Source: an optimization exercise on an open RTL-to-GDS flow (aim: small area, a short achievable clock period and few clock cycles per item). Production flows keep margins and buffers that such runs may drop. Where RTL was checked, it was by simulation tests only, not by an equivalence proof against the original. No functional check of the RTL was part of runs 1 and 2.

**flow/config.mk**
```make
export PLATFORM = sky130hd
export DESIGN_NAME = GCD_full
export DESIGN_NICKNAME = GCD_full
export VERILOG_FILES = /design/flow/design.v
export SDC_FILE = /design/flow/constraint.sdc
export NUM_CORES = 4
export LEC_CHECK = 0
export CAP_MARGIN = 20
export CORE_MARGIN = 2
export CORE_UTILIZATION = 40
export SLEW_MARGIN = 20
```
**flow/constraint.sdc**
```tcl
create_clock -name core_clock -period 3.6 [get_ports {clk}]
set_input_delay 0.7200 -clock core_clock [delete_from_list [all_inputs] [get_ports {clk}]]
set_output_delay 0.7200 -clock core_clock [all_outputs]
set_load 0.01 [all_outputs]
```
**flow/design.v**
```verilog
module GCD_full
(
input [31:0] x_i,
input [31:0] y_i,
input calculate_new,
input clk,
input rstn,
output [31:0] data_o,
output data_ready_reg
);
localparam W = 33;
reg        busy;      
reg        fin;       
reg        shl;       
reg [4:0]  k;         
reg [W-1:0] a, b;
reg [31:0] res;
wire ao  = a[0];
wire bo  = b[0];
wire sa  = a[W-1];
wire sb  = b[W-1];
wire run = ~fin & ~shl;
wire m_sub  = run & ao & bo;
wire m_both = run & ~ao & ~bo;
wire use_b = ao | fin;
wire inv   = fin ? sb : ~(sa ^ sb);
wire [W-1:0] bx = (b & {W{use_b}}) ^ {W{inv}};
wire [W:0]   rc = {a, 1'b1} + {bx, inv};
wire [W-1:0] r  = rc[W:1];
wire [1:0] t = m_both ? 2'd0 : r[1] ? 2'd0 : r[2] ? 2'd1 : r[3] ? 2'd2 : 2'd3;
wire [W-1:0] r1 = {r[W-1], r[W-1:1]};
wire [W-1:0] rs = $signed(r1) >>> t;
wire kz   = (k == 5'd0);
wire k31  = (k == 5'd31);
wire rz   = (r == {W{1'b0}});
wire done = busy & ~run & kz;
wire step = busy & run;
wire start = ~busy & calculate_new;
assign data_ready_reg = done;
assign data_o = res;
always @(posedge clk or negedge rstn) begin
    if (!rstn) begin
        busy <= 1'b0;
        fin  <= 1'b0;
        shl  <= 1'b0;
    end else begin
        if (start) busy <= 1'b1;
        else if (done) busy <= 1'b0;
        if (done) begin
            fin <= 1'b0;
            shl <= 1'b0;
        end else if (busy) begin
            if (fin) begin
                fin <= 1'b0;
                shl <= 1'b1;
            end else if ((m_sub & rz) | (m_both & k31)) begin
                fin <= 1'b1;
            end
        end
    end
end
always @(posedge clk) begin
    if (start) begin
        a <= {1'b0, x_i};
        k <= 5'd0;
    end else if (busy & ~run & ~kz) begin
        a <= {r[W-2:0], 1'b0};
        k <= k - 5'd1;
    end else if (step & ~(ao & ~bo)) begin
        a <= rs;
        if (m_both & ~k31) k <= k + 5'd1;
    end
    if (start) b <= {1'b0, y_i};
    else if (step & ~bo) b <= {b[W-1], b[W-1:1]};
    else if ((m_sub & (r[W-1] ^ sa)) | (busy & fin)) b <= a;
    if (done) res <= r[31:0];
end
endmodule
```
**flow/run.sh**
```bash
#!/bin/bash
# synth_recipe.tcl (not shown) runs the flow's synth.tcl, then flattens the netlist and writes it again
# the make line also repeats each setting of config.mk as NAME=value (left out here)
make -C /OpenROAD-flow-scripts/flow DESIGN_CONFIG=/design/flow/config.mk WORK_HOME=/design/flow/orfs CLKGATE_MAP_FILE= SYNTH_SCRIPT=/design/flow/synth_recipe.tcl finish
```
==> results of run 1 <==
-- registers in the layout (all words and copies together) (netlist names) --
| name | count |
|---|---|
| k | 5 |
| busy | 1 |
| a | 33 |
| shl | 1 |
| b | 33 |
| fin | 1 |
| res | 32 |
-- area by class of cell --
cell class,count,area (sq um),area share
clock buffer,9,225,0.0172
clock inverter,7,83.8,0.00642
inverter,18,67.6,0.00517
multi-input combinational,733,5920,0.453
sequential,106,3100,0.237
tap,265,332,0.0254
timing repair buffer,375,3340,0.256
-- worst paths after layout --
path | endpoint | slack [ns] | cells after the start
min in group asynchronous | shl | 0.57 | 1
hold reg to reg | k[4] | 0.52 | 2
setup reg to reg | fin | -0.85 | 16
hold / removal | k[4] | 0.52 | 2
setup / recovery | fin | -0.85 | 16
max in group asynchronous | busy | 2.83 | 1
-- layer usage --
metal,global-route usage,up-vias,part of all wire
met5,0,-,0
met4,0.109,0,0.037
met3,0.0389,61,0.053
met2,0.473,302,0.50
met1,0.352,3983,0.41
li1,-,4025,-
-- per-stage QoR --
stage	TNS (ns)	util
floorplan	-24.28	-
global placement	-43.08	0.569
detailed placement	-46.58	0.569
CTS	-33.52	0.633
global route	-47.66	0.669
finish	-36.52	0.669
-- worst register-to-register path: stages, from the launching register on --
cell and delay [ns]:
dfrtp_1 0.41, buf_6 0.13, o21ai_4 0.29, nand2_8 0.15
buf_12 0.18, xnor2_1 0.13, ha_2 0.40, buf_6 0.12
buf_6 0.10, nand2_1 0.06, o21ai_1 0.33, o311a_1 0.24
a211oi_2 0.05, or4_1 0.53, or4_1 0.51, or4b_1 0.53
o31ai_2 0.19
-- cells in the final DEF (no fill, tap or decap), types with 28 or more instances in the layout --
| master | count |
|---|---|
| a21oi_1 | 49 |
| clkdlybuf4s50_1 | 99 |
| edfxtp_1 | 96 |
| o21ai_0 | 47 |
| ha_1 | 28 |
| nand2_1 | 118 |
| a21oi_2 | 33 |
| nor2_1 | 59 |
| buf_4 | 232 |
| xnor2_1 | 28 |
| mux2i_1 | 39 |
| buf_6 | 32 |
-- timing repair --
item,4_1_cts,5_1_grt
buffers inserted,29,20
endpoints found under the setup margin,76,77
gates resized for setup,156,126
cloned,3,0
pin swaps,55,50
-- logic make-up after synthesis --
group | Yosys count | share of synthesized area
xor+xnor | 64 | 0.0701
compound gates | 278 | 0.212
simple gates | 298 | 0.170
fa+ha+maj | 38 | 0.0604
flops | 106 | 0.387
mux | 54 | 0.0688
buf+inv | 66 | 0.0314
-- cells in the mapped netlist, drive strengths merged (11+ instances only) --
library cell | count | area [sq um]
nand2 | 128 | 480
edfxtp | 96 | 2880
o21ai | 88 | 444
a21oi | 87 | 435
nor2 | 70 | 263
xnor2 | 50 | 438
mux2i | 46 | 460
clkbuf | 44 | 165
ha | 37 | 463
nor3 | 21 | 116
nand3 | 19 | 95.1
inv | 17 | 63.8
a211oi | 15 | 123
xor2 | 14 | 123
a21o | 12 | 90.1
a31oi | 11 | 68.8
==> impl_results.md, run 1 <==
- DRC: 0
- Fmax: 225 MHz
- Post-Synthesis Cells: 904
- Tcrit/Tclk final: 1.23
- Vias post-DR: 8,371
- Worst hold path type: reg2reg
- Unrepaired setup endpoints after global routing: true
- Outcome: complete, but fails checks
- CP Max Fanout: 9
- Share of layout cells above drive strength 1: 0.400
- # rows: 51
- Worst-path clk slew: around 0.08 ns
- Post-route cell area: between 10,000 and 15,000 sq um
- First-pass GRT wire length: 45,600 um
- Post-Syn Area: 8000 sq um
- Post-synth net total: slightly above 1,000
- Core Footprint: 19,500 sq um
- Synth Flop Type: edfxtp_1
- Final Worst Setup Slack: -0.845 ns
- Antenna Violating Nets Remaining: 0
- Critical Path Sink Type: flip-flop
- Synthesized area per cell: between 8 and 9 sq um
- Part of the Yosys area used for sequential elements: 0.387
- FILL cells: 1,588
- Minimum clock period: about 4.4 ns
- Vias in the first global route: approximately 8,300
- Final hold vios: 0
- Critical Path AT: 4.73 ns
- TritonCTS clock tree: built
- Max incr delay on CP: about 0.53 ns
- Crit path max-delay family: simple AND/OR/NAND/NOR gates
- Tot GR Track Use: 0.276
- Largest net degree at the start of global routing: 89
- CTS max path bufs: 2
- Vias/cell: 5.53
- Top cell by count, worst path: buf_6
- Setup CP Type: reg2reg
- Root Buffer Master: clkbuf_16
- CTS Buf Count: 9
- Dpl cells: 1,452
- Buffers & Inverters on Critical Path: 4
- WHS: 0.518 ns
- Ys async rst share: 0.0283
- Count of buffers from port buffering: between 90 and 100
- 1st-pass router iterations: 7
- H-tree lvl count: 3
- Drt total wl: 30,100 um
- Initial Utilization: 0.410
- Post-synth EDFFs: 96
- # nets final: roughly 1,300
- Rel. slew slack: 0.505
- Die width: 145 um
- Min-delay src: k[4]
- Reg-to-reg startpoint: fin
- Post-placement cell area: 11,100 sq um
- Full die area: around 21,000 sq um
- Initial antenna violation count: 0
- I/O Pins: 100
- Cell variety after synth: 66
- 1st-iter DRT viols: 700
- Post-Place Setup Slack: -0.936 ns
- Worst Setup SP: fin
- GPL Wtd Cong: 0.954
- Dpl hpwl: 21,500 um
- Hold_buf cts: 0
- Die outline height: 145 um
- Layout Check Fails: negative setup slack
- Area grow syn2layout: 63.3%
- Total gr overflow: 0
- Sink Count: ~110
- Worst-margin pin slew: 0.740 ns
- Clock Skew: 0.0102 ns
- Setup violators final: 67
- Fin cells: between 1,500 and 2,000
- Crit-path slowest cell: or4_1
- DR WL/cell: 19.9 um
- Clock Latency Late Sink: approximately 0.37 ns
- Number of synthesized register bits: around 110
- CP startpoint kind: flip-flop
- Max-Cap Viols: 0
- Max Slew Vio Count: 0
- Ant diodes: 0
- CP cell instances: buf_6, o21ai_4, nand2_8, buf_12, xnor2_1, ha_2, buf_6, buf_6, nand2_1, o21ai_1, o311a_1, a211oi_2, or4_1, or4_1, or4b_1, o31ai_2
- CP required: 3.88 ns
- Yosys warns: 1
==> inputs of run 2 (changes only) <==
==> flow/design.v (replaced) <==
module GCD_full
(
input [31:0] x_i,
input [31:0] y_i,
input calculate_new,
input clk,
input rstn,
output [31:0] data_o,
output data_ready_reg
);
localparam W = 33;
reg         busy;     
reg         fin;      
reg         shl;      
reg  [4:0]  k;        
reg  [W-1:0] a, b;
reg  [31:0] res;
reg         use_b;    
reg         inv;      
wire ao  = a[0];
wire bo  = b[0];
wire run = ~fin & ~shl;
wire m_sub  = run & ao & bo;
wire m_both = run & ~ao & ~bo;
wire [W-1:0] bx = (b & {W{use_b}}) ^ {W{inv}};
wire [W:0]   rc = {a, 1'b1} + {bx, inv};
wire [W-1:0] r  = rc[W:1];
wire rz = &(a[W-1:1] ^ bx[W-1:1]);
wire [1:0] t = m_both ? 2'd0 : r[1] ? 2'd0 : r[2] ? 2'd1 : r[3] ? 2'd2 : 2'd3;
wire [W-1:0] r1 = {r[W-1], r[W-1:1]};
wire [W-1:0] rs = $signed(r1) >>> t;
wire kz    = (k == 5'd0);
wire k31   = (k == 5'd31);
wire done  = busy & ~run & kz;
wire step  = busy & run;
wire start = ~busy & calculate_new;
wire fin_n = step & ((m_sub & rz) | (m_both & k31));
wire shl_n = busy & ~kz & (fin | shl);
reg [W-1:0] a_n, b_n;
always @(*) begin
    if (start)                  a_n = {1'b0, x_i};
    else if (busy & ~run & ~kz) a_n = {r[W-2:0], 1'b0};
    else if (step & ~(ao & ~bo)) a_n = rs;
    else                        a_n = a;
    if (start)                  b_n = {1'b0, y_i};
    else if (step & ~bo)        b_n = {b[W-1], b[W-1:1]};
    else if ((m_sub & (r[W-1] ^ a[W-1])) | (busy & fin)) b_n = a;
    else                        b_n = b;
end
assign data_ready_reg = done;
assign data_o = res;
always @(posedge clk or negedge rstn) begin
    if (!rstn) begin
        busy <= 1'b0;
        fin  <= 1'b0;
        shl  <= 1'b0;
    end else begin
        if (start) busy <= 1'b1;
        else if (done) busy <= 1'b0;
        fin <= fin_n;
        shl <= shl_n;
    end
end
always @(posedge clk) begin
    a <= a_n;
    b <= b_n;
    use_b <= a_n[0] | fin_n;
    inv   <= fin_n ? b_n[W-1] : ~(a_n[W-1] ^ b_n[W-1]);
    if (start) k <= 5'd0;
    else if (busy & ~run & ~kz) k <= k - 5'd1;
    else if (m_both & ~k31 & busy) k <= k + 5'd1;
    if (done) res <= r[31:0];
end
endmodule
==> run 2 against run 1 <==
Now clean on timing, DRC and antenna. Via count decreased by 11%. Sequential cell count increased by 2. Synthesized cell count decreased by 1.2%. Area after synthesis decreased by 0.72%. Utilization decreased by 14 points. Critical path depth decreased by 3. Worst hold slack improved by 0.025 ns. Fmax increased by 28%. Routed wire length decreased by 12%.
==> impl_results.md, run 2 <==
- DRC: 0
- Top post-synthesis cells by count: 109 x nand2_1, 98 x nor2_1, 96 x a21oi_1
- Top cells by area, synth: edfxtp_1 36%, xnor2_1 6.4%, a21oi_1 6.0%
- Share of layout cells above drive strength 1: 0.155
- Crit path max-delay family: compound AO/OA/AOI/OAI gates
- 1st-iter DRT viols: approximately 870
- Minimum clock period: 3.48 ns
- Fmax: 287 MHz
- Area grow syn2layout: 30.4%
- Clock Latency Late Sink: between 0.3 and 0.4 ns
- Synthesized area per cell: 8.90 sq um
- Buffers & Inverters on Critical Path: 2
- Worst hold path type: in2async
- Count of buffers from port buffering: 99
- Dpl hpwl: 19,200 um
- Sink Count: approximately 110
- 1st-pass router iterations: 5
- Most frequent cells in the layout: 107 x nand2_1, 99 x clkdlybuf4s50_1, 96 x nor2_1
- Outcome: no timing/DRC/antenna violations
- Setup violators final: 0
- CTS max path bufs: 2
- Drt total wl: between 20,000 and 30,000 um
- Clock Skew: 0.00811 ns
- Worst-path clk slew: 0.07 ns
- Vias in the first global route: 7,204
- Top flop regs: a x33, b x33, res x32
- # nets final: 1,133
- Total gr overflow: 0
- Antenna Violating Nets Remaining: 0
- Largest net degree at the start of global routing: 38
- DR WL/cell: 20.4 um
- Cell variety after synth: 76
- Die width: 145 um
- CP startpoint kind: flip-flop
- Setup CP Type: reg2reg
- Vias/cell: 5.74
- Full die area: 21,000 sq um
- Yosys warns: 1
- FILL cells: 1,818
- First-pass GRT wire length: around 40,000 um
- Initial antenna violation count: 0
- Synth Flop Type: edfxtp_1
- Max incr delay on CP: about 0.43 ns
- Hold_buf cts: 0
- Critical Path Sink Type: flip-flop
- Max-Cap Viols: 0
- Root Buffer Master: clkbuf_16
- Post-Synthesis Cells: slightly below 900
- Crit-path slowest cell: ha_2
- Post-synth net total: 996
- Most frequent cell after synthesis: nand2_1
- Max Slew Vio Count: 0
- Ant diodes: 0
- Met3 Use GR: 0.0428
- CP Max Fanout: 11
- Post-synth top area share: 0.359
- Setup TNS: 0 ns
- TritonCTS clock tree: built
- M2 GR Usage: 0.386
- CTS Buf Count: 9
- I/O Pins: 100
- Tot GR Track Use: 0.246
- Post-synth EDFFs: 95
- Commonest non-fill, non-tap cell in the layout: nand2_1
- Final hold vios: 0
- H-tree lvl count: 3
- GPL Wtd Cong: 0.963
- Unrepaired setup endpoints after global routing: true
- Initial Utilization: 0.408
- Die outline height: roughly 140 um
- Ys async rst share: 0.0278
- Core Footprint: 19,500 sq um
- Area leader, netlist: edfxtp_1
- Part of the Yosys area used for sequential elements: 0.394
- Tcrit/Tclk final: 0.966
- CP required: 3.68 ns
- Vias post-DR: between 7,000 and 8,000
- Number of synthesized register bits: roughly 110
- # rows: 51
- Rel. slew slack: 0.450
- CP cell instances: buf_12, nand2_1, xnor2_1, ha_2, nand3_4, a211oi_4, o211ai_2, a2111oi_4, o41ai_2, xnor3_1, o211ai_4, or2_4, clkbuf_16
- Grt met1 use: 0.346
- Post-Syn Area: 7940 sq um
- Layer with the highest usage: met2
- Worst-margin pin slew: just over 0.8 ns
- Critical Path AT: 3.55 ns
-- run 2: changes by cell type after synthesis, sizes merged, moves of 10 or more --
cell   change
nor2      +28
mux2i     -28
buf       +13
nand4     +10
nand2     -18
o21ai     -12
-- run 2: routing by layer --
| layer | wire length, um | up-vias |
|---|---|---|
| met3 | 1790 | 45 |
| met4 | 568 | 0 |
| li1 | - | 3564 |
| met1 | 12200 | 3525 |
| met2 | 11900 | 329 |
| met5 | 0 | - |
-- run 2: layout make-up --
type / instances / area (sq um) / area share
flip-flops and latches: 108 / 3130 / 0.303
multi-input cells: 705 / 4700 / 0.454
inverters: 21 / 82.6 / 0.00797
well taps: 265 / 332 / 0.0320
clock inverters: 4 / 73.8 / 0.00713
repair buffers: 185 / 1790 / 0.173
clock buffers: 12 / 246 / 0.0238
-- run 2: worst paths after layout --
| kind | endpoint | cells after the start | slack (ns) | start |
|---|---|---|---|---|
| hold / removal | busy | 1 | 0.54 | rstn |
| setup reg to reg | b[5] | 13 | 0.12 | use_b |
| setup / recovery | b[5] | 13 | 0.12 | use_b |
| min in group core_clock | k[4] | 2 | 0.55 | k[4] |
| max in group asynchronous | fin | 1 | 2.91 | rstn |
| hold reg to reg | k[4] | 2 | 0.55 | k[4] |
-- run 2: per-stage QoR --
stage,worst slack [ns],std cells,utilization,cell area (sq um),hold slack (ns)
after CTS,0.0187,1292,0.514,10000,0.540
after detailed placement,-0.0129,1275,0.497,9670,0.532
after floorplan,0.0839,893,-,7950,0.424
after global routing,-0.0363,1300,0.532,10400,0.545
final,0.121,1300,0.532,10400,0.543
after global placement,0.108,1275,0.497,9670,0.519
-- run 2: timing repair --
action                                 4_1_cts  5_1_grt
endpoints found under the hold margin        0        0
pin swaps                                    1       19
resized for setup                            1       52
setup buffers                                1        4
setup endpoints to repair                    8       89
cloned                                       0        4
-- run 2: cells by family after synthesis --
kind of cell	count (synthesis)	share of synthesized area
AO/OA/AOI/OAI	300	0.244
AND/OR/NAND/NOR	276	0.151
flip-flops	108	0.394
buffers and inverters	80	0.0422
XOR/XNOR	71	0.0833
adder cells (fa/ha/maj)	36	0.0576
multiplexers	22	0.0284
==> inputs of run 3 (changes only) <==
--- a/flow/design.v
+++ b/flow/design.v
@@ -28,7 +28,8 @@
 wire rz = &(a[W-1:1] ^ bx[W-1:1]);
 wire [1:0] t = m_both ? 2'd0 : r[1] ? 2'd0 : r[2] ? 2'd1 : r[3] ? 2'd2 : 2'd3;
 wire [W-1:0] r1 = {r[W-1], r[W-1:1]};
-wire [W-1:0] rs = $signed(r1) >>> t;
+wire [W+2:0] rx = {{3{r[W-1]}}, r1} >> t;
+wire [W-1:0] rs = rx[W-1:0];
 wire kz    = (k == 5'd0);
 wire k31   = (k == 5'd31);
 wire done  = busy & ~run & kz;
--- a/flow/config.mk
+++ b/flow/config.mk
@@ -8,4 +8,5 @@
 export CAP_MARGIN = 20
 export CORE_MARGIN = 2
 export CORE_UTILIZATION = 40
+export SETUP_SLACK_MARGIN = 0.3
 export SLEW_MARGIN = 20
==> run 3 against run 2 <==
Sequential cell count stayed put. Worst setup slack worse by 0.060 ns. Area after synthesis stayed put. Sequential share of layout area is 3.1 points lower. Clock skew is 0.00095 ns higher.
==> impl_results.md, run 3 <==
- Vias/cell: 5.77
- Area leader, netlist: edfxtp_1
- Critical Path AT: 3.66 ns
- Worst path depth: 15
- Highest metal used: met4
- Fmax: 283 MHz
- Total gr overflow: 0
- Synth Flop Type: edfxtp_1
- FILL cells: between 1,500 and 2,000
- R2R cell count: 15
- Area grow syn2layout: 45.2%
- Most frequent cell after synthesis: nand2_1
- DR WL met2: 13,300 um
- Fin cells: 1,354
- Reg-to-reg startpoint: use_b
- Max-Cap Viols: 0
- Antenna Violating Nets Remaining: 0
- Cell variety after synth: 76
- I/O Pins: 100
- Buffers & Inverters on Critical Path: 4
- Setup violators final: 0
- # nets final: 1,187
- # rows: 51
- Outcome: no timing/DRC/antenna violations
- Post-Synthesis Cells: 893
- WL met3: 1730 um
- Hold_buf cts: 0
- GPL Wtd Cong: slightly below 1
- Max Slew Vio Count: 0
- Worst Setup SP: use_b
- Vias post-DR: roughly 7,800
- Rel. slew slack: 0.444
- Post-placement cell area: 9800 sq um
- Most frequent cells in the layout: 111 x buf_4, 99 x clkdlybuf4s50_1, 96 x nand2_1
- Max incr delay on CP: roughly 0.41 ns
- Unrepaired setup endpoints after global routing: true
- CP required: 3.72 ns
- Worst-path clk slew: 0.08 ns
- Post-synth top area share: 0.359
- Post-synth net total: about 1,000
- Crit path max-delay family: compound AO/OA/AOI/OAI gates
- Clock Latency Late Sink: 0.37 ns
- Dpl cells: 1,285
- 1st-pass router iterations: 7
- Worst-margin pin slew: 0.833 ns
- Die width: 145 um
- 1st-iter DRT viols: about 700
- Worst hold path type: in2async
- Root Buffer Master: clkbuf_16
- TritonCTS clock tree: built
- Core Footprint: 19,500 sq um
- Synthesized area per cell: between 8 and 9 sq um
- Tot GR Track Use: 0.261
- Setup CP Type: reg2reg
- Part of the Yosys area used for sequential elements: 0.394
- Largest net degree at the start of global routing: 34
- Critical Path Sink Type: flip-flop
- H-tree lvl count: 3
- CTS max path bufs: 2
- Yosys warns: 1
- Post-route cell area: between 10,000 and 15,000 sq um
- Drt total wl: 28,800 um
- Share of layout cells above drive strength 1: 0.295
- Crit-path slowest cell: a2111oi_4
- Clock Skew: 0.00905 ns
- Minimum clock period: 3.54 ns
- Met1 WL: 13,100 um
- Ant diodes: 0
- Initial antenna violation count: 0
- Count of buffers from port buffering: 99
- Top cells by area, synth: edfxtp_1 36%, xnor2_1 6.4%, a21oi_1 6.0%
- CP startpoint kind: flip-flop
- DR WL/cell: 21.2 um
- Ys async rst share: 0.0278
- Top flop regs: a x33, b x33, res x32
- CP cell instances: buf_8, nand2_1, xnor2_1, ha_1, nand2_2, a211oi_4, buf_6, o211ai_4, a2111oi_4, o41ai_2, xnor3_1, o211ai_2, buf_4, or2_4, buf_16
- Final hold vios: 0
- R2r endpoint: b[4]
- First-pass GRT wire length: around 43,000 um
- Sink Count: roughly 110
- CP Max Fanout: 11
- Commonest non-fill, non-tap cell in the layout: buf_4
- Top post-synthesis cells by count: 109 x nand2_1, 98 x nor2_1, 96 x a21oi_1
- Number of synthesized register bits: 108
- Die outline height: roughly 140 um
- Vias in the first global route: about 7,500
- Initial Utilization: 0.408
- CTS Buf Count: 9
- Post-synth EDFFs: 95
- DRC: 0
- Dpl hpwl: approximately 20,000 um
- Critical Path End: b[4]
- Tcrit/Tclk final: 0.983
- Post-Syn Area: 7940 sq um
- Full die area: 21,000 sq um
- Reg2reg setup slack: around 0.060 ns
[run 3: cell type report]
type | count | area, sq um | share of cell area
clock buffer | 12 | 246 | 0.0214
clock inverter | 4 | 33.8 | 0.00293
inverter | 21 | 80.1 | 0.00694
multi-input combinational | 705 | 5400 | 0.468
sequential | 108 | 3130 | 0.272
tap | 265 | 332 | 0.0288
timing repair buffer | 239 | 2300 | 0.200
[run 3: metal layers]
| metal | track usage | vias up |
|---|---|---|
| li1 | - | 3668 |
| met1 | 0.369 | 3774 |
| met2 | 0.419 | 325 |
| met3 | 0.0462 | 48 |
| met4 | 0.0619 | 0 |
| met5 | 0 | - |
[run 3: how the worst min path moves through the flow]
stage	start	end	slack [ns]	cells after the start
detailed placement	k[4]	k[4]	0.53	2
CTS	rstn	busy	0.53	1
global route	rstn	busy	0.53	1
floorplan	rstn	busy	0.42	0
finish	rstn	busy	0.54	1
global placement	k[4]	k[4]	0.52	2
[run 3: stage by stage]
step                      setup TNS (ns)  hold WS (ns)   util  worst slack, ns
final                                  0         0.536  0.593           0.0603
after CTS                              0         0.534  0.541            0.208
after global routing               -2.10         0.531  0.593          -0.0735
after floorplan                        0         0.424      -            0.175
after detailed placement           -4.43         0.532  0.503           -0.139
after global placement            -0.265         0.518  0.503           -0.177
[run 3: what timing repair did]
item,CTS,global route
setup endpoints to repair,96,96
cloned,2,3
pin swaps,37,70
resized for setup,64,163
buffers inserted,20,28
[run 3: cell families after synthesis]
| family | Yosys count | share of synthesized area |
|---|---|---|
| flip-flops | 108 | 0.394 |
| XOR/XNOR | 71 | 0.0833 |
| AND/OR/NAND/NOR | 276 | 0.151 |
| AO/OA/AOI/OAI | 300 | 0.244 |
| buffers and inverters | 80 | 0.0422 |
| multiplexers | 22 | 0.0284 |
| adder cells (fa/ha/maj) | 36 | 0.0576 |
Testbench counts of run 3, summed over its fixed seeds: cycles 24,109, items 960.
==> inputs of run 4 (changes only) <==
--- a/flow/config.mk
+++ b/flow/config.mk
@@ -8,5 +8,5 @@
 export CAP_MARGIN = 20
 export CORE_MARGIN = 2
 export CORE_UTILIZATION = 40
-export SETUP_SLACK_MARGIN = 0.3
+export GPL_TIMING_DRIVEN = 0
 export SLEW_MARGIN = 20
==> run 4 against run 3 <==
The layout now fails its checks (negative setup slack). Worst setup slack worse by 0.21 ns. Area after synthesis unchanged. Fmax decreased by 5.7%. Sequential cell count is the same. Utilization shrank 1.2 points. Worst hold slack lost 0.0011 ns. Critical endpoint is now b[15]. Largest cell class unchanged.
==> impl_results.md, run 4 <==
- Outcome: complete, but fails checks
- Layout Check Fails: negative setup slack
- Root Buffer Master: clkbuf_16
- Post-synth top area share: 0.359
- Part of the Yosys area used for sequential elements: 0.394
- R2R cell count: 16
- Dpl hpwl: 19,700 um
- Vias/cell: approximately 5.8
- TritonCTS clock tree: built
- Critical Path Sink Type: flip-flop
- FILL cells: 1,685
- Area grow syn2layout: 42.1%
- Final hold vios: 0
- Sink Count: ~110
- Top flop regs: a x33, b x33, res x32
- Share of layout cells above drive strength 1: 0.242
- CP Max Fanout: 8
- Yosys warns: 1
- Worst-path clk slew: 0.08 ns
- Ant diodes: 0
- Vias in the first global route: 7,376
- Die outline height: 145 um
- Drt total wl: 28,500 um
- Number of synthesized register bits: 108
- Vias post-DR: 7,832
- Core Footprint: 19,500 sq um
- Worst-margin pin slew: 1.12 ns
- Post-Synthesis Cells: 893
- Most frequent cells in the layout: 99 x clkdlybuf4s50_1, 98 x nand2_1, 95 x edfxtp_1
- Post-synth EDFFs: between 90 and 100
- Final Worst Setup Slack: -0.153 ns
- Tcrit/Tclk final: 1.04
- Tot GR Track Use: 0.262
- Reg-to-reg startpoint: use_b
- Count of buffers from port buffering: 99
- Hold_buf cts: 0
- Clock Latency Late Sink: 0.36 ns
- Top post-synthesis cells by count: 109 x nand2_1, 98 x nor2_1, 96 x a21oi_1
- CTS max path bufs: 2
- Synth Flop Type: edfxtp_1
- Top cells by area, synth: edfxtp_1 36%, xnor2_1 6.4%, a21oi_1 6.0%
- Setup CP Type: reg2reg
- Die width: 145 um
- Max-Cap Viols: 0
- Initial Utilization: 0.408
- CP required: around 3.7 ns
- Initial antenna violation count: 0
- # rows: 51
- Setup TNS: -4.69 ns
- Antenna Violating Nets Remaining: 0
- Commonest non-fill, non-tap cell in the layout: clkdlybuf4s50_1
- Unrepaired setup endpoints after global routing: true
- DR WL/cell: 21.3 um
- Cell variety after synth: 76
- Synthesized area per cell: 8.90 sq um
- CP startpoint kind: flip-flop
- CTS Buf Count: 9
- Full die area: 21,000 sq um
- I/O Pins: 100
- H-tree lvl count: 3
- Max Slew Vio Count: 0
- Reg2reg setup slack: -0.15 ns
- # nets final: 1,172
- Post-Syn Area: about 7900 sq um
- Largest net degree at the start of global routing: 21
- Worst hold path type: in2async
- Total gr overflow: 0
- Ys async rst share: 0.0278
- Setup violators final: 57
- DRC: 0
- Critical Path AT: between 3 and 4 ns
- First-pass GRT wire length: 42,600 um
- Clock Skew: around 0.0094 ns
- Most frequent cell after synthesis: nand2_1
- R2r endpoint: b[15]
- Post-synth net total: roughly 1,000
- Rel. slew slack: 0.253
- Minimum clock period: 3.75 ns
- 1st-pass router iterations: 6
- Fmax: 266 MHz
- GPL Wtd Cong: approximately 0.9
- 1st-iter DRT viols: 758
- Area leader, netlist: edfxtp_1
## run 4: cell counts after synthesis
No cell type changed its count.
## run 4: final cells by class
cell class	instances	area [sq um]	share of cell area
well taps	265	332	0.0294
repair buffers	175	1730	0.153
plain buffers	48	347	0.0307
clock inverters	5	125	0.0111
flip-flops and latches	108	3130	0.277
inverters	21	87.6	0.00776
multi-input cells	706	5310	0.470
clock buffers	11	233	0.0206
## run 4: cells by family (layout without fill, tap and decap cells)
group                    count (synthesis)  count (layout)  synth area share
adder cells (fa/ha/maj)                 36              36            0.0576
XOR/XNOR                                71              71            0.0833
AND/OR/NAND/NOR                        276             277             0.151
flip-flops                             108             108             0.394
AO/OA/AOI/OAI                          300             300             0.244
multiplexers                            22              22            0.0284
buffers and inverters                   80             260            0.0422
## run 4: through the flow
step                      instance area, sq um   util  hold slack (ns)  cells  worst slack, ns
after global placement                    9280  0.477            0.537   1257            -1.27
after CTS                                10500  0.538            0.540   1314           -0.183
after global routing                     11300  0.580            0.544   1339           -0.238
after floorplan                           7950      -            0.424    893           0.0839
final                                    11300  0.580            0.535   1339           -0.153
after detailed placement                  9340  0.480            0.548   1259            -1.33
## run 4: how the worst max path moves through the flow
| stage | startpoint | end | slack, ns |
|---|---|---|---|
| detailed placement | use_b | b[15] | -1.33 |
| floorplan | use_b | b[0] | 0.08 |
| global route | use_b | b[15] | -0.24 |
| global placement | calculate_new | a[31] | -1.27 |
| CTS | use_b | b[15] | -0.18 |
| finish | use_b | b[15] | -0.15 |
## run 4: repair_timing
action	CTS	global route
setup endpoints to repair	111	128
resized for setup	108	137
pin swaps	51	57
buffers inserted	40	32
cloned	5	0
## run 4: metal layers
metal	wire, um	up-vias	global-route usage
met4	945	0	0.0985
met2	12500	385	0.390
met1	12500	3740	0.373
met3	2530	68	0.0585
li1	-	3639	-
met5	0	-	0
## run 4: critical path: stages (launching register included)
cell and delay [ns]:
dfxtp_2 0.34, buf_12 0.15, clkbuf_16 0.18, nand2_4 0.06, xnor2_2 0.12, ha_1 0.30
buf_6 0.14, a21oi_4 0.17, o221ai_2 0.11, a21oi_2 0.24, a2111oi_4 0.14, o41ai_4 0.38
xnor3_1 0.31, o211ai_4 0.25, buf_6 0.16, or2_4 0.21, buf_12 0.16
==> inputs of run 5 (changes only) <==
--- a/flow/config.mk
+++ b/flow/config.mk
@@ -7,6 +7,5 @@
 export LEC_CHECK = 0
 export CAP_MARGIN = 20
 export CORE_MARGIN = 2
-export CORE_UTILIZATION = 40
-export GPL_TIMING_DRIVEN = 0
+export CORE_UTILIZATION = 50
 export SLEW_MARGIN = 20
==> run 5 against run 4 <==
Now clean on timing, DRC and antenna. Register-to-register slack better by 0.32 ns. Area after synthesis stayed put.
==> impl_results.md, run 5 <==
- Adder-Cell Fraction of Synth Area: 0.0576
- Dpl hpwl: about 20,000 um
- Yosys warns: 1
- Tcrit/Tclk final: 0.954
- CP required: between 3 and 4 ns
- Synthesized area per cell: 8.90 sq um
- GPL Wtd Cong: 0.930
- CP startpoint kind: flip-flop
- Multi-input gate area: 4720 sq um
- Post-synth net total: 996
- Initial antenna violation count: 0
- Die outline height: 130 um
- Top post-synthesis cells by count: 109 x nand2_1, 98 x nor2_1, 96 x a21oi_1
- Final Worst Setup Slack: 0.166 ns
- Post-Synth XOR/XNOR Area: 0.0833
- Final hold vios: 0
- DRC: 0
- Count of buffers from port buffering: 99
- DR WL/cell: 20.8 um
- Part of the Yosys area used for sequential elements: 0.394
- Post-Place Setup Slack: -0.229 ns
- Setup TNS: 0 ns
- Fmax: 291 MHz
- R2R cell count: 14
- Cell variety after synth: 76
- # rows: 46
- Total gr overflow: 0
- Full die area: ~17,000 sq um
- 1st-pass router iterations: 5
- Largest net degree at the start of global routing: 34
- CTS Buf Count: 9
- 1st-iter DRT viols: 780
- Post-route cell area: 10,300 sq um
- H-tree lvl count: 3
- Root Buffer Master: clkbuf_16
- Post-Synthesis Cells: approximately 900
- CTS max path bufs: 2
- Minimum clock period: 3.43 ns
- Tot GR Track Use: 0.313
- Setup violators final: 0
- Area grow syn2layout: 29.9%
- Commonest non-fill, non-tap cell in the layout: nand2_1
- Post-placement cell area: roughly 9700 sq um
- Reg2reg setup slack: 0.17 ns
- Post-synth EDFFs: 95
- Number of synthesized register bits: about 110
- Die width: 130 um
- Worst-margin pin slew: 1.01 ns
- Setup CP Type: reg2reg
- First-pass GRT wire length: 40,300 um
- Ys async rst share: 0.0278
- Vias post-DR: roughly 7,600
- Critical Path AT: 3.51 ns
- Unrepaired setup endpoints after global routing: true
- Core Footprint: 15,700 sq um
- Vias/cell: 6.04
- I/O Pins: 100
- Critical Path Sink Type: flip-flop
- FILL cells: 1,314
- Clock Latency Late Sink: around 0.36 ns
- Vias in the first global route: 7,305
- TritonCTS clock tree: built
- Worst hold path type: in2async
- Post-synthesis mux area share: 0.0284
- Area leader, netlist: edfxtp_1
- Worst-path clk slew: 0.08 ns
- Register area: 3130 sq um
- Rel. slew slack: 0.325
- Reg-to-reg startpoint: use_b
- Post-synth top area share: 0.359
- Share of layout cells above drive strength 1: 0.169
- Outcome: no timing/DRC/antenna violations
- Most frequent cell after synthesis: nand2_1
- Top flop regs: a x33, b x33, res x32
- Most frequent cells in the layout: 109 x nand2_1, 99 x clkdlybuf4s50_1, 96 x nor2_1
- Final Util: 0.657
- Initial Utilization: 0.506
- Clock Skew: 0.00706 ns
- Largest family of logic cells by synthesized area: compound AO/OA/AOI/OAI gates
- R2r endpoint: a[26]
- Antenna Violating Nets Remaining: 0
- Max-Cap Viols: 0
- Synth Area in Compound Gates: 0.244
- Top cells by area, synth: edfxtp_1 36%, xnor2_1 6.4%, a21oi_1 6.0%
- Ant diodes: 0
- Sink Count: 108
- Synth Flop Type: edfxtp_1
- # nets final: 1,148
- Drt total wl: 26,400 um
- CP Max Fanout: 18
- Post-Synth Simple-Gate Area: 0.151
- Max Slew Vio Count: 0
- Post-Syn Area: 7940 sq um
- Hold_buf cts: 0
## run 5: cell counts after synthesis
Identical to the previous run, type by type.
## run 5: worst max path at each step
| stage | to | depth (start not counted) | startpoint |
|---|---|---|---|
| after floorplan | b[0] | 15 | use_b |
| after global placement | a[27] | 13 | use_b |
| after detailed placement | a[27] | 13 | use_b |
| after CTS | a[28] | 14 | use_b |
| after global routing | b[12] | 14 | use_b |
| final | a[26] | 14 | use_b |
## run 5: final cells by class
class / count / share of cell area
multi-input combinational: 705 / 0.457
sequential: 108 / 0.303
timing repair buffer: 200 / 0.178
tap: 216 / 0.0262
clock buffer: 11 / 0.0235
inverter: 21 / 0.00800
clock inverter: 5 / 0.00364
## run 5: cells by family after synthesis
logic type,Yosys count
multiplexers,22
buffers and inverters,80
XOR/XNOR,71
AND/OR/NAND/NOR,276
flip-flops,108
adder cells (fa/ha/maj),36
AO/OA/AOI/OAI,300
## run 5: per-layer routing
| layer | vias up | part of all wire | track usage |
|---|---|---|---|
| met5 | - | 0 | 0 |
| met4 | 0 | 0.026 | 0.0955 |
| met3 | 53 | 0.066 | 0.0476 |
| met2 | 335 | 0.46 | 0.503 |
| met1 | 3668 | 0.45 | 0.439 |
| li1 | 3585 | - | - |
## run 5: worst max-delay path, stage by stage (launching register included)
cell and delay, ns:
dfxtp_2 0.36, buf_12 0.15, nand2_1 0.08, xnor2_1 0.13
ha_2 0.40, nand3_1 0.13, o21ba_4 0.28, nor2_1 0.08
o41ai_4 0.32, buf_4 0.19, a31oi_2 0.13, mux2_4 0.38
mux2i_2 0.20, or2_1 0.15, a41oi_2 0.17
## run 5: per-stage QoR
stage,hold WS (ns),instances
3_3_place_gp,0.517,1235
5_1_grt,0.535,1266
2_1_floorplan,0.424,893
3_5_place_dp,0.545,1235
4_1_cts,0.536,1252
6_report,0.538,1266
## run 5: what timing repair did
item / 4_1_cts / 5_1_grt
pin swaps: 4 / 17
setup buffers: 1 / 14
endpoints found under the hold margin: 0 / 0
gates resized for setup: 14 / 44
endpoints found under the setup margin: 73 / 93
==> inputs of run 6 (changes only) <==
--- a/flow/config.mk
+++ b/flow/config.mk
@@ -7,5 +7,5 @@
 export LEC_CHECK = 0
 export CAP_MARGIN = 20
 export CORE_MARGIN = 2
-export CORE_UTILIZATION = 50
+export CORE_UTILIZATION = 40
 export SLEW_MARGIN = 20
==> run 6 against run 5 <==
Area after synthesis stayed put. Largest cell class unchanged. Worst hold slack better by 0.0057 ns. Register-to-register slack worse by 0.05 ns. Via count is 2.3% lower. Routed wire length is 0.31% higher. Sequential share of layout area is 0.090 points lower. Clock skew is 0.0011 ns higher.
==> impl_results.md, run 6 <==
- Multi-input gate area: 4700 sq um
- Initial antenna violation count: 0
- Drt total wl: approximately 26,000 um
- Crit path max-delay family: compound AO/OA/AOI/OAI gates
- TritonCTS clock tree: built
- Dpl hpwl: 19,200 um
- Post-synth top area share: 0.359
- Top cells by area, synth: edfxtp_1 36%, xnor2_1 6.4%, a21oi_1 6.0%
- Top post-synthesis cells by count: 109 x nand2_1, 98 x nor2_1, 96 x a21oi_1
- Crit-path slowest cell: ha_2
- Part of the Yosys area used for sequential elements: 0.394
- Area leader, netlist: edfxtp_1
- Unrepaired setup endpoints after global routing: true
- Setup violators final: 0
- H-tree lvl count: 3
- Minimum clock period: 3.48 ns
- Antenna Violating Nets Remaining: 0
- Max-Cap Viols: 0
- Root Buffer Master: clkbuf_16
- Setup CP Type: reg2reg
- Max Slew Vio Count: 0
- CP startpoint kind: flip-flop
- Most frequent cells in the layout: 107 x nand2_1, 99 x clkdlybuf4s50_1, 96 x nor2_1
- 1st-pass router iterations: 5
- Commonest non-fill, non-tap cell in the layout: nand2_1
- DR WL/cell: 20.4 um
- Register area: ~3100 sq um
- Core Footprint: 19,500 sq um
- Synth Flop Type: edfxtp_1
- Vias/cell: 5.74
- DRC: 0
- Most frequent cell after synthesis: nand2_1
- Number of synthesized register bits: 108
- Post-synth EDFFs: 95
- Largest net degree at the start of global routing: 38
- Full die area: 21,000 sq um
- Post-synth net total: 996
- FILL cells: 1,818
- CTS max path bufs: 2
- Worst-path clk slew: about 0.07 ns
- Area grow syn2layout: 30.4%
- Die outline height: between 100 and 150 um
- Synthesized area per cell: 8.90 sq um
- Share of layout cells above drive strength 1: 0.155
- Initial Utilization: 0.408
- Critical Path Sink Type: flip-flop
- Post-Synthesis Cells: 893
- Buffers & Inverters on Critical Path: 2
- CP Max Fanout: 11
- Worst-margin pin slew: 0.824 ns
- CP required: about 3.7 ns
- Critical Path AT: 3.55 ns
- I/O Pins: 100
- First-pass GRT wire length: 40,800 um
- Sink Count: 108
- Clock Skew: 0.00811 ns
- Ys async rst share: 0.0278
- CP cell instances: buf_12, nand2_1, xnor2_1, ha_2, nand3_4, a211oi_4, o211ai_2, a2111oi_4, o41ai_2, xnor3_1, o211ai_4, or2_4, clkbuf_16
- Post-Syn Area: 7940 sq um
- Tot GR Track Use: 0.246
- 1st-iter DRT viols: 865
- Total gr overflow: 0
- Yosys warns: 1
- Vias post-DR: approximately 7,500
- Top flop regs: a x33, b x33, res x32
- CTS Buf Count: 9
- GPL Wtd Cong: 0.963
- Post-route cell area: a little over 10,000 sq um
- Ant diodes: 0
- Fmax: 287 MHz
- Rel. slew slack: 0.450
- Worst hold path type: in2async
- Vias in the first global route: around 7,200
- Outcome: no timing/DRC/antenna violations
- Cell variety after synth: between 70 and 80
- Max incr delay on CP: between 0.4 and 0.5 ns
- Die width: between 100 and 150 um
- Final hold vios: 0
- Post-placement cell area: approximately 9700 sq um
- # nets final: 1,133
- Clock Latency Late Sink: 0.36 ns
- # rows: 51
- Tcrit/Tclk final: 0.966
- Count of buffers from port buffering: 99
run 6: cell counts after synthesis:
No cell type changed its count.
run 6: area by class of cell:
type                       count  share of cell area
inverter                      21             0.00797
timing repair buffer         185               0.173
sequential                   108               0.303
multi-input combinational    705               0.454
clock inverter                 4             0.00713
tap                          265              0.0320
clock buffer                  12              0.0238
run 6: final timing paths:
kind | startpoint | endpoint | slack, ns | cells after the start
min in group core_clock | k[4] | k[4] | 0.55 | 2
max reg2reg | use_b | b[5] | 0.12 | 13
min reg2reg | k[4] | k[4] | 0.55 | 2
min | rstn | busy | 0.54 | 1
max | use_b | b[5] | 0.12 | 13
max in group asynchronous | rstn | fin | 2.91 | 1
run 6: cell families after synthesis:
kind of cell    Yosys count  share of synthesized area
buf+inv                  80                     0.0422
xor+xnor                 71                     0.0833
fa+ha+maj                36                     0.0576
mux                      22                     0.0284
flops                   108                      0.394
compound gates          300                      0.244
simple gates            276                      0.151
run 6: routing by layer:
metal / wire, um / vias to the layer above / track usage
li1: - / 3564 / -
met1: 12200 / 3525 / 0.346
met2: 11900 / 329 / 0.386
met3: 1790 / 45 / 0.0428
met4: 568 / 0 / 0.0767
met5: 0 / - / 0
run 6: stage by stage:
step	cells	util	setup slack [ns]	setup TNS (ns)	hold WS, ns
6_report	1300	0.532	0.121	0	0.543
5_1_grt	1300	0.532	-0.0363	-0.824	0.545
4_1_cts	1292	0.514	0.0187	0	0.540
3_5_place_dp	1275	0.497	-0.0129	-0.0129	0.532
3_3_place_gp	1275	0.497	0.108	0	0.519
2_1_floorplan	893	-	0.0839	0	0.424
run 6: timing repair:
item	in CTS	in global routing
setup endpoints to repair	8	89
gates resized for setup	1	52
pin swaps	1	19
buffers inserted	1	4
hold buffers	0	0
gates cloned	0	4
hold endpoints to repair	0	0
run 6: worst register-to-register path: cells and delay by family (launching register included):
family                   cells  cell delay (ns)
adder cells (fa/ha/maj)      1             0.43
AO/OA/AOI/OAI                5             1.27
XOR/XNOR                     2             0.35
flip-flops                   1             0.40
AND/OR/NAND/NOR              3             0.41
buffers and inverters        2             0.33
==> inputs of run 7 (changes only) <==
==> flow/flow/run.sh (new file) <==
#!/bin/bash
# The standard layout, with the port buffers made from the smallest
# plain buffer instead of the delay buffer buffer_ports picks by default.
set -euo pipefail
bash standard.sh "BUFFER_PORTS_ARGS=-buffer_cell sky130_fd_sc_hd__buf_1" finish > standard_flow.log 2>&1
==> flow/standard.sh (new file) <==
#!/bin/bash
# synth_recipe.tcl (not shown) runs the flow's synth.tcl, then flattens the netlist and writes it again
# the make line also repeats each setting of config.mk as NAME=value (left out here)
make -C /OpenROAD-flow-scripts/flow DESIGN_CONFIG=/design/flow/config.mk WORK_HOME=/design/flow/orfs CLKGATE_MAP_FILE= SYNTH_SCRIPT=/design/flow/synth_recipe.tcl "${@:-finish}"
removed: flow/run.sh
==> run 7 against run 6 <==
The layout now fails its checks (negative setup slack). Worst hold slack got worse by 0.39 ns. Highest routed layer unchanged. Final area down 2.4%. Critical path depth increased by 1. Via count is 1.4% higher.
==> impl_results.md, run 7 <==
- Final Worst Setup Slack: -0.0423 ns
- Cell variety after synth: 76
- Top flop regs: a x33, b x33, res x32
- Post-synth top area share: 0.359
- Max incr delay on CP: 0.45 ns
- Tcrit/Tclk final: 1.01
- Post-Synthesis Cells: a little under 900
- Die width: ~140 um
- Antenna Violating Nets Remaining: 0
- Crit-path slowest cell: dfxtp_4
- CP startpoint kind: flip-flop
- Post-synth net total: around 1,000
- Setup TNS: -0.918 ns
- Post-synth EDFFs: 95
- Worst hold path type: in2async
- Layout Check Fails: negative setup slack
- CTS Buf Count: 9
- Post-Place Setup Slack: -0.172 ns
- Sink Count: 108
- Fmax: 275 MHz
- Count of buffers from port buffering: 99
- DR WL/cell: slightly above 20 um
- Crit path max-delay family: compound AO/OA/AOI/OAI gates
- Ys async rst share: 0.0278
- CP Max Fanout: 16
- GPL Wtd Cong: 0.907
- Part of the Yosys area used for sequential elements: 0.394
- Top cells by area, synth: edfxtp_1 36%, xnor2_1 6.4%, a21oi_1 6.0%
- Tot GR Track Use: 0.244
- Final hold vios: 0
- Layer with the highest usage: met2
- I/O Pins: 100
- Root Buffer Master: clkbuf_16
- CTS max path bufs: 2
- First-pass GRT wire length: between 40,000 and 50,000 um
- Drt total wl: around 27,000 um
- Core Footprint: roughly 20,000 sq um
- Number of synthesized register bits: 108
- Unrepaired setup endpoints after global routing: true
- Setup violators final: 28
- Largest net degree at the start of global routing: 35
- Worst-margin pin slew: just over 0.8 ns
- WHS: between 0.15 and 0.2 ns
- Clock Latency Late Sink: 0.37 ns
- Dpl cells: 1,280
- Most frequent cell after synthesis: nand2_1
- Post-route cell area: 10,100 sq um
- Initial antenna violation count: 0
- Vias in the first global route: 7,300
- Max Slew Vio Count: 0
- Share of layout cells above drive strength 1: 0.195
- CP required: approximately 3.7 ns
- Buffers & Inverters on Critical Path: 3
- Final Util: 0.519
- H-tree lvl count: 3
- Met3 Use GR: 0.0308
- # rows: 51
- Area leader, netlist: edfxtp_1
- Setup CP Type: reg2reg
- Vias/cell: about 5.7
- Rel. slew slack: 0.445
- Vias post-DR: 7,571
- Worst path depth: 14
- Clock Skew: 0.00769 ns
- Outcome: complete, but fails checks
- Minimum clock period: 3.64 ns
- Synth Flop Type: edfxtp_1
- R2R cell count: 14
- Commonest non-fill, non-tap cell in the layout: nand2_1
- TritonCTS clock tree: built
- Yosys warns: 1
- M2 GR Usage: 0.384
- Grt met1 use: 0.346
- Worst-path clk slew: 0.07 ns
- Post-Syn Area: 7940 sq um
- Ant diodes: 0
- Top post-synthesis cells by count: 109 x nand2_1, 98 x nor2_1, 96 x a21oi_1
- Synthesized area per cell: 8.90 sq um
- 1st-pass router iterations: 5
- Fin cells: roughly 1,300
- Critical Path Sink Type: flip-flop
- Die outline height: between 100 and 150 um
- 1st-iter DRT viols: 733
- Full die area: 21,000 sq um
- Max-Cap Viols: 0
- Initial Utilization: 0.408
- Area grow syn2layout: 27.2%
- Critical Path AT: 3.72 ns
- Dpl hpwl: 18,800 um
- Most frequent cells in the layout: 101 x nand2_1, 99 x buf_1, 96 x nor2_1
- Total gr overflow: 0
- CP cell instances: clkbuf_16, nand2_4, xnor2_2, ha_1, nand3_2, a211oi_4, o211ai_4, a2111oi_4, o41ai_2, xnor3_1, o211ai_4, buf_12, or2_4, buf_12
- Post-placement cell area: about 9100 sq um
- # nets final: 1,153
- DRC: 0
run 7: final timing paths:
kind	start	endpoint	slack (ns)
max in group asynchronous	rstn	shl	3.28
max	use_b	b[5]	-0.04
max reg2reg	use_b	b[5]	-0.04
min	rstn	busy	0.15
min reg2reg	k[1]	k[1]	0.55
min in group core_clock	k[1]	k[1]	0.55
run 7: timing repair:
action                     CTS  global route
pin swaps                    5            17
buffers inserted             2            16
gates resized for setup     12            82
hold buffers                 0             0
cloned                       0             7
setup endpoints to repair   61            90
run 7: logic make-up after synthesis:
group / count (synthesis) / synth area share
AOI/OAI and AO/OA: 300 / 0.244
and+or+nand+nor: 276 / 0.151
DFF: 108 / 0.394
buffers and inverters: 80 / 0.0422
xor gates and xnor gates: 71 / 0.0833
adders and majority gates: 36 / 0.0576
muxes: 22 / 0.0284
run 7: layout make-up:
class                      instances  area, sq um
clock inverter                     3         38.8
clock buffer                      13          250
multi-input combinational        705         4900
tap                              265          332
fill                            1849         9360
timing repair buffer             205         1370
inverter                          21         78.8
sequential                       108         3130
run 7: per-layer routing:
metal | wire, um | vias to the layer above
li1 | - | 3597
met1 | 11900 | 3601
met2 | 12400 | 314
met3 | 1840 | 59
met4 | 854 | 0
met5 | 0 | -
==> inputs of run 8 (changes only) <==
--- a/flow/config.mk
+++ b/flow/config.mk
@@ -7,5 +7,5 @@
 export LEC_CHECK = 0
 export CAP_MARGIN = 20
 export CORE_MARGIN = 2
-export CORE_UTILIZATION = 40
+export CORE_UTILIZATION = 45
 export SLEW_MARGIN = 20
==> run 8 against run 7 <==
Still fails the layout checks on negative setup slack. Worst setup slack better by 0.0077 ns. Count of clock-buffer cells in the layout fell by 3. Fmax rose by 0.21%. Worst hold slack better by 0.015 ns. Sequential share of layout area increased by 0.82 points. Via count fell by 1.2%. Critical path depth down 1. Global-route usage rose by 3.5 points. Highest routed layer unchanged. Utilization is 5.0 points higher. Critical path type unchanged. Largest cell class unchanged. Final cell count fell by 3.4%.
==> impl_results.md, run 8 <==
- Number of synthesized register bits: 108
- Max-Cap Viols: 0
- Worst-margin pin slew: 0.881 ns
- Share of layout cells above drive strength 1: 0.171
- # rows: 48
- Most frequent cells in the layout: 105 x nand2_1, 99 x buf_1, 96 x nor2_1
- Post-route cell area: between 9000 and 10,000 sq um
- Initial Utilization: 0.459
- 1st-iter DRT viols: 733
- CP required: 3.68 ns
- # nets final: 1,149
- Count of buffers from port buffering: 99
- Worst-path clk slew: 0.08 ns
- Top flop regs: a x33, b x33, res x32
- Max Slew Vio Count: 0
- Root Buffer Master: clkbuf_16
- Area grow syn2layout: 23.9%
- Part of the Yosys area used for sequential elements: 0.394
- Synthesized area per cell: 8.90 sq um
- Critical Path AT: 3.72 ns
- DR WL/cell: 21.0 um
- Rel. slew slack: 0.407
- Drt total wl: 26,700 um
- Area leader, netlist: edfxtp_1
- Fin cells: ~1,300
- Grt met1 use: 0.397
- Post-synth top area share: 0.359
- Post-placement cell area: slightly above 9000 sq um
- Post-Synthesis Cells: 893
- Dpl cells: 1,241
- Unrepaired setup endpoints after global routing: true
- Top post-synthesis cells by count: 109 x nand2_1, 98 x nor2_1, 96 x a21oi_1
- Sink Count: 108
- Ant diodes: 0
- R2R cell count: 13
- TritonCTS clock tree: built
- Die outline height: between 100 and 150 um
- Dpl hpwl: 18,900 um
- Core Footprint: 17,300 sq um
- I/O Pins: 100
- Critical Path Sink Type: flip-flop
- Commonest non-fill, non-tap cell in the layout: nand2_1
- Die width: 137 um
- CP startpoint kind: flip-flop
- Layer with the highest usage: met2
- Yosys warns: 1
- Vias/cell: 5.87
- Final Util: 0.569
- Clock Latency Late Sink: around 0.36 ns
- Final hold vios: 0
- Setup CP Type: reg2reg
- R2r endpoint: b[11]
- H-tree lvl count: 3
- Minimum clock period: 3.63 ns
- Tot GR Track Use: 0.279
- Initial antenna violation count: 0
- Fmax: roughly 280 MHz
- Clock Skew: around 0.015 ns
- M2 GR Usage: 0.451
- Post-Syn Area: 7940 sq um
- Cell variety after synth: 76
- Most frequent cell after synthesis: nand2_1
- Ys async rst share: 0.0278
- GPL Wtd Cong: 0.937
- Post-synth net total: 996
- Total gr overflow: 0
- Largest net degree at the start of global routing: 37
- Reg2reg setup slack: -0.03 ns
- Full die area: 18,700 sq um
- Top cells by area, synth: edfxtp_1 36%, xnor2_1 6.4%, a21oi_1 6.0%
- Antenna Violating Nets Remaining: 0
- Tcrit/Tclk final: 1.01
- 1st-pass router iterations: 5
- Layout Check Fails: negative setup slack
- CTS Buf Count: 9
- Met3 Use GR: 0.0393
- Synth Flop Type: edfxtp_1
- Final Worst Setup Slack: -0.0347 ns
- Setup violators final: 20
- DRC: 0
- Reg-to-reg startpoint: use_b
- First-pass GRT wire length: 39,700 um
- Post-Place Setup Slack: -0.0437 ns
- Post-synth EDFFs: 95
- CTS max path bufs: 2
- Outcome: complete, but fails checks
- CP Max Fanout: 6
- Worst hold path type: in2async
- Hold_buf cts: 0
- Vias post-DR: approximately 7,500
- Vias in the first global route: 7,114
## run 8: cell counts after synthesis
Identical to the previous run, type by type.
## run 8: metal layers
layer  vias to the layer above  part of all wire
met1                      3547              0.45
met4                         0             0.016
met3                        31             0.066
met5                         -                 0
met2                       318              0.47
li1                       3585                 -
## run 8: worst max-delay path by stage
stage | start | to | slack, ns | depth (start not counted)
finish | use_b | b[11] | -0.03 | 13
global route | use_b | b[10] | -0.21 | 13
CTS | use_b | b[13] | -0.0006 | 14
detailed placement | inv | b[26] | -0.04 | 13
global placement | inv | b[25] | 0.07 | 12
floorplan | use_b | b[0] | 0.08 | 15
## run 8: cell type report
cell class	instances	area, sq um
timing repair buffer	201	1320
sequential	108	3130
clock buffer	10	229
clock inverter	5	30.0
tap	225	282
inverter	21	78.8
fill	1609	7450
multi-input combinational	705	4770
## run 8: logic make-up after synthesis
kind of cell | after synthesis | share of synthesized area
AOI/OAI and AO/OA | 300 | 0.244
xor gates and xnor gates | 71 | 0.0833
adders and majority gates | 36 | 0.0576
buffers and inverters | 80 | 0.0422
DFF | 108 | 0.394
muxes | 22 | 0.0284
and+or+nand+nor | 276 | 0.151
## run 8: timing repair
item / in CTS / in global routing
endpoints found under the setup margin: 32 / 93
gates cloned: 0 / 5
pin swaps: 0 / 28
gates resized for setup: 2 / 66
setup buffers: 0 / 14
## run 8: metrics by stage
stage	hold WS [ns]	TNS [ns]
final	0.168	-0.401
after detailed placement	0.533	-0.110
after global routing	0.166	-8.61
after floorplan	0.424	0
after CTS	0.169	-0.000641
after global placement	0.519	0
## run 8: critical path: stages (launching register included)
cell,delay (ns)
dfxtp_4,0.43
clkbuf_16,0.17
nand2_1,0.06
xnor2_1,0.12
ha_1,0.32
nand2_1,0.16
o21ai_4,0.25
o211ai_2,0.17
a2111oi_4,0.49
o41ai_4,0.14
xnor3_1,0.23
o211ai_4,0.30
or2_4,0.30
clkbuf_16,0.20
==> inputs of run 9 (changes only) <==
--- a/flow/config.mk
+++ b/flow/config.mk
@@ -8,4 +8,5 @@
 export CAP_MARGIN = 20
 export CORE_MARGIN = 2
 export CORE_UTILIZATION = 45
+export SETUP_SLACK_MARGIN = 0.2
 export SLEW_MARGIN = 20
==> run 9 against run 8 <==
Now clean on timing, DRC and antenna. Clock skew decreased by 0.0020 ns. Register-to-register slack improved by 0.19 ns. Die area unchanged. Highest routed layer unchanged.
==> impl_results.md, run 9 <==
- Max-Cap Viols: 0
- Fmax: around 290 MHz
- Post-placement cell area: roughly 9000 sq um
- # rows: 48
- Reg2reg setup slack: 0.15 ns
- Most frequent cell after synthesis: nand2_1
- Commonest non-fill, non-tap cell in the layout: nand2_1
- Dpl cells: 1,226
- Post-synth net total: 996
- Die width: around 140 um
- Top post-synthesis cells by count: 109 x nand2_1, 98 x nor2_1, 96 x a21oi_1
- Vias in the first global route: 7,147
- Minimum clock period: between 3 and 4 ns
- Initial Utilization: 0.459
- Final Util: 0.577
- Met3 Use GR: 0.0467
- CTS max path bufs: 2
- CP cell instances: buf_12, nand2_1, xnor2_1, ha_1, a21oi_2, o221ai_1, a21oi_2, a2111oi_4, o41ai_2, xnor3_1, o211ai_2, buf_6, clkbuf_16, o21ai_0, a21oi_1
- Top cell by count, worst path: a21oi_2
- Critical Path AT: 3.66 ns
- Worst-margin pin slew: 0.839 ns
- Post-synth top area share: 0.359
- GPL Wtd Cong: 0.912
- Crit-path slowest cell: dfxtp_4
- Cell variety after synth: 76
- 1st-pass router iterations: 5
- Sink Count: 108
- FILL cells: 1,620
- Share of layout cells above drive strength 1: 0.201
- Largest net degree at the start of global routing: 41
- Vias post-DR: 7,608
- CP Max Fanout: 17
- Initial antenna violation count: 0
- Clock Latency Late Sink: 0.37 ns
- Grt met1 use: 0.392
- Clock Skew: 0.0130 ns
- TritonCTS clock tree: built
- CP startpoint kind: flip-flop
- Final hold vios: 0
- First-pass GRT wire length: 39,200 um
- Post-route cell area: 9970 sq um
- DRC: 0
- Outcome: no timing/DRC/antenna violations
- 1st-iter DRT viols: 745
- Top flop regs: a x33, b x33, res x32
- Antenna Violating Nets Remaining: 0
- Post-Syn Area: a little under 8000 sq um
- # nets final: 1,156
- I/O Pins: 100
- Layer with the highest usage: met2
- Buffers & Inverters on Critical Path: 3
- Ys async rst share: 0.0278
- Worst hold path type: in2async
- Full die area: 18,700 sq um
- Setup violators final: 0
- Crit path max-delay family: compound AO/OA/AOI/OAI gates
- Count of buffers from port buffering: between 90 and 100
- Multi-input gate area: 4860 sq um
- H-tree lvl count: 3
- Max incr delay on CP: 0.38 ns
- Part of the Yosys area used for sequential elements: 0.394
- Synth Flop Type: edfxtp_1
- Register area: 3130 sq um
- Tot GR Track Use: 0.277
- Dpl hpwl: about 19,000 um
- CTS Buf Count: 9
- Vias/cell: 5.93
- Rel. slew slack: 0.440
- M2 GR Usage: 0.434
- Unrepaired setup endpoints after global routing: true
- Die outline height: 137 um
- CP required: 3.81 ns
- Top cells by area, synth: edfxtp_1 36%, xnor2_1 6.4%, a21oi_1 6.0%
- Total gr overflow: 0
- Setup CP Type: reg2reg
- DR WL/cell: 20.4 um
- Yosys warns: 1
- Tcrit/Tclk final: 0.957
- Synthesized area per cell: 8.90 sq um
- Critical Path Sink Type: flip-flop
- Root Buffer Master: clkbuf_16
- Area grow syn2layout: 25.5%
- Ant diodes: 0
- Worst-path clk slew: 0.07 ns
- Core Footprint: 17,300 sq um
- Post-synth EDFFs: 95
- Max Slew Vio Count: 0
- Post-Synthesis Cells: 893
- Area leader, netlist: edfxtp_1
- Most frequent cells in the layout: 105 x nand2_1, 99 x buf_1, 96 x buf_4
- Fin cells: between 1,000 and 1,500
- Drt total wl: 26,100 um
- Number of synthesized register bits: 108
run 9: cell counts after synthesis:
Identical to the previous run, type by type.
run 9: area by class of cell:
cell class	count	share of cell area
clock inverter	7	0.00514
multi-input combinational	705	0.487
clock buffer	9	0.0226
timing repair buffer	208	0.135
tap	225	0.0282
inverter	21	0.00803
sequential	108	0.314
run 9: cell families after synthesis:
group | count (synthesis) | synth area share
buffers and inverters | 80 | 0.0422
flip-flops | 108 | 0.394
multiplexers | 22 | 0.0284
XOR/XNOR | 71 | 0.0833
adder cells (fa/ha/maj) | 36 | 0.0576
AND/OR/NAND/NOR | 276 | 0.151
AO/OA/AOI/OAI | 300 | 0.244
run 9: worst register-to-register path, cell delays in order, from the launching register on:
cell	delay (ns)
dfxtp_4	0.38
buf_12	0.15
nand2_1	0.10
xnor2_1	0.13
ha_1	0.36
a21oi_2	0.19
o221ai_1	0.14
a21oi_2	0.27
a2111oi_4	0.13
o41ai_2	0.37
xnor3_1	0.29
o211ai_2	0.19
buf_6	0.15
clkbuf_16	0.18
o21ai_0	0.10
a21oi_1	0.17
run 9: routing by layer:
layer	share of wire	vias up	wire (um)
li1	-	3597	-
met1	0.45	3622	11700
met2	0.45	340	11800
met3	0.072	49	1890
met4	0.024	0	636
met5	0	-	0
run 9: through the flow:
step                TNS [ns]  hold WS (ns)  worst slack, ns
floorplan                  0         0.424            0.175
global placement           0         0.519           0.0557
detailed placement   -0.0636         0.520          -0.0188
CTS                        0         0.150            0.191
finish                     0         0.154            0.154
global route               0         0.152           0.0472
run 9: what timing repair did:
action	in CTS	in global routing
pin swaps	16	37
resized for setup	16	56
setup buffers	17	22
setup endpoints to repair	79	94
gates cloned	1	1
hold buffers	0	0
run 9: path summary, 6_finish.rpt:
kind                        from    end  cells after the start
max                        use_b  b[26]                     15
min reg2reg                 k[4]   k[4]                      2
max reg2reg                use_b  b[26]                     15
min in group core_clock     k[4]   k[4]                      2
max in group asynchronous   rstn    shl                      1
min                         rstn   busy                      1

-- afterwards: timing with drivers on the ports --
The flow's constraints put no driver on any port. The routed layouts listed below were extracted and timed again, unchanged, in two steps. Step 1 assumes that a clkbuf_16 drives the clock port and a buf_2 every other input. Step 2 moves the port delays by t, midway between the first and last clock arrival at a register: inputs arrive t later, outputs are due t later. That takes back most of the time a late clock gives input paths. Three values: no drivers, after step 1, after step 2; two values: the first two.
| run | t, ns | setup slack, ns | hold WS [ns] | worst setup path at the end | pins driven straight from the clock port |
|---|---|---|---|---|---|
| run 1 | 0.412 | -0.845 / -0.845 / -0.845 | 0.518 / 0.518 / 0.518 | register to register | 1 |
| run 2 | 0.405 | 0.121 / 0.121 / 0.121 | 0.543 / 0.525 / 0.548 | register to register | 1 |
| run 3 | 0.408 | 0.060 / 0.060 / 0.060 | 0.536 / 0.514 / 0.545 | register to register | 1 |
| run 4 | 0.406 | -0.153 / -0.153 / -0.153 | 0.535 / 0.517 / 0.560 | register to register | 1 |
| run 5 | 0.400 | 0.166 / 0.166 / 0.166 | 0.538 / 0.517 / 0.566 | register to register | 1 |
| run 6 | 0.405 | 0.121 / 0.121 / 0.121 | 0.543 / 0.525 / 0.548 | register to register | 1 |
| run 7 | 0.414 | -0.042 / -0.042 / -0.042 | 0.152 / 0.127 / 0.541 | register to register | 1 |
| run 8 | 0.401 | -0.035 / -0.035 / -0.035 | 0.168 / 0.154 / 0.543 | register to register | 1 |
| run 9 | 0.404 | 0.154 / 0.154 / 0.154 | 0.154 / 0.134 / 0.539 | register to register | 1 |
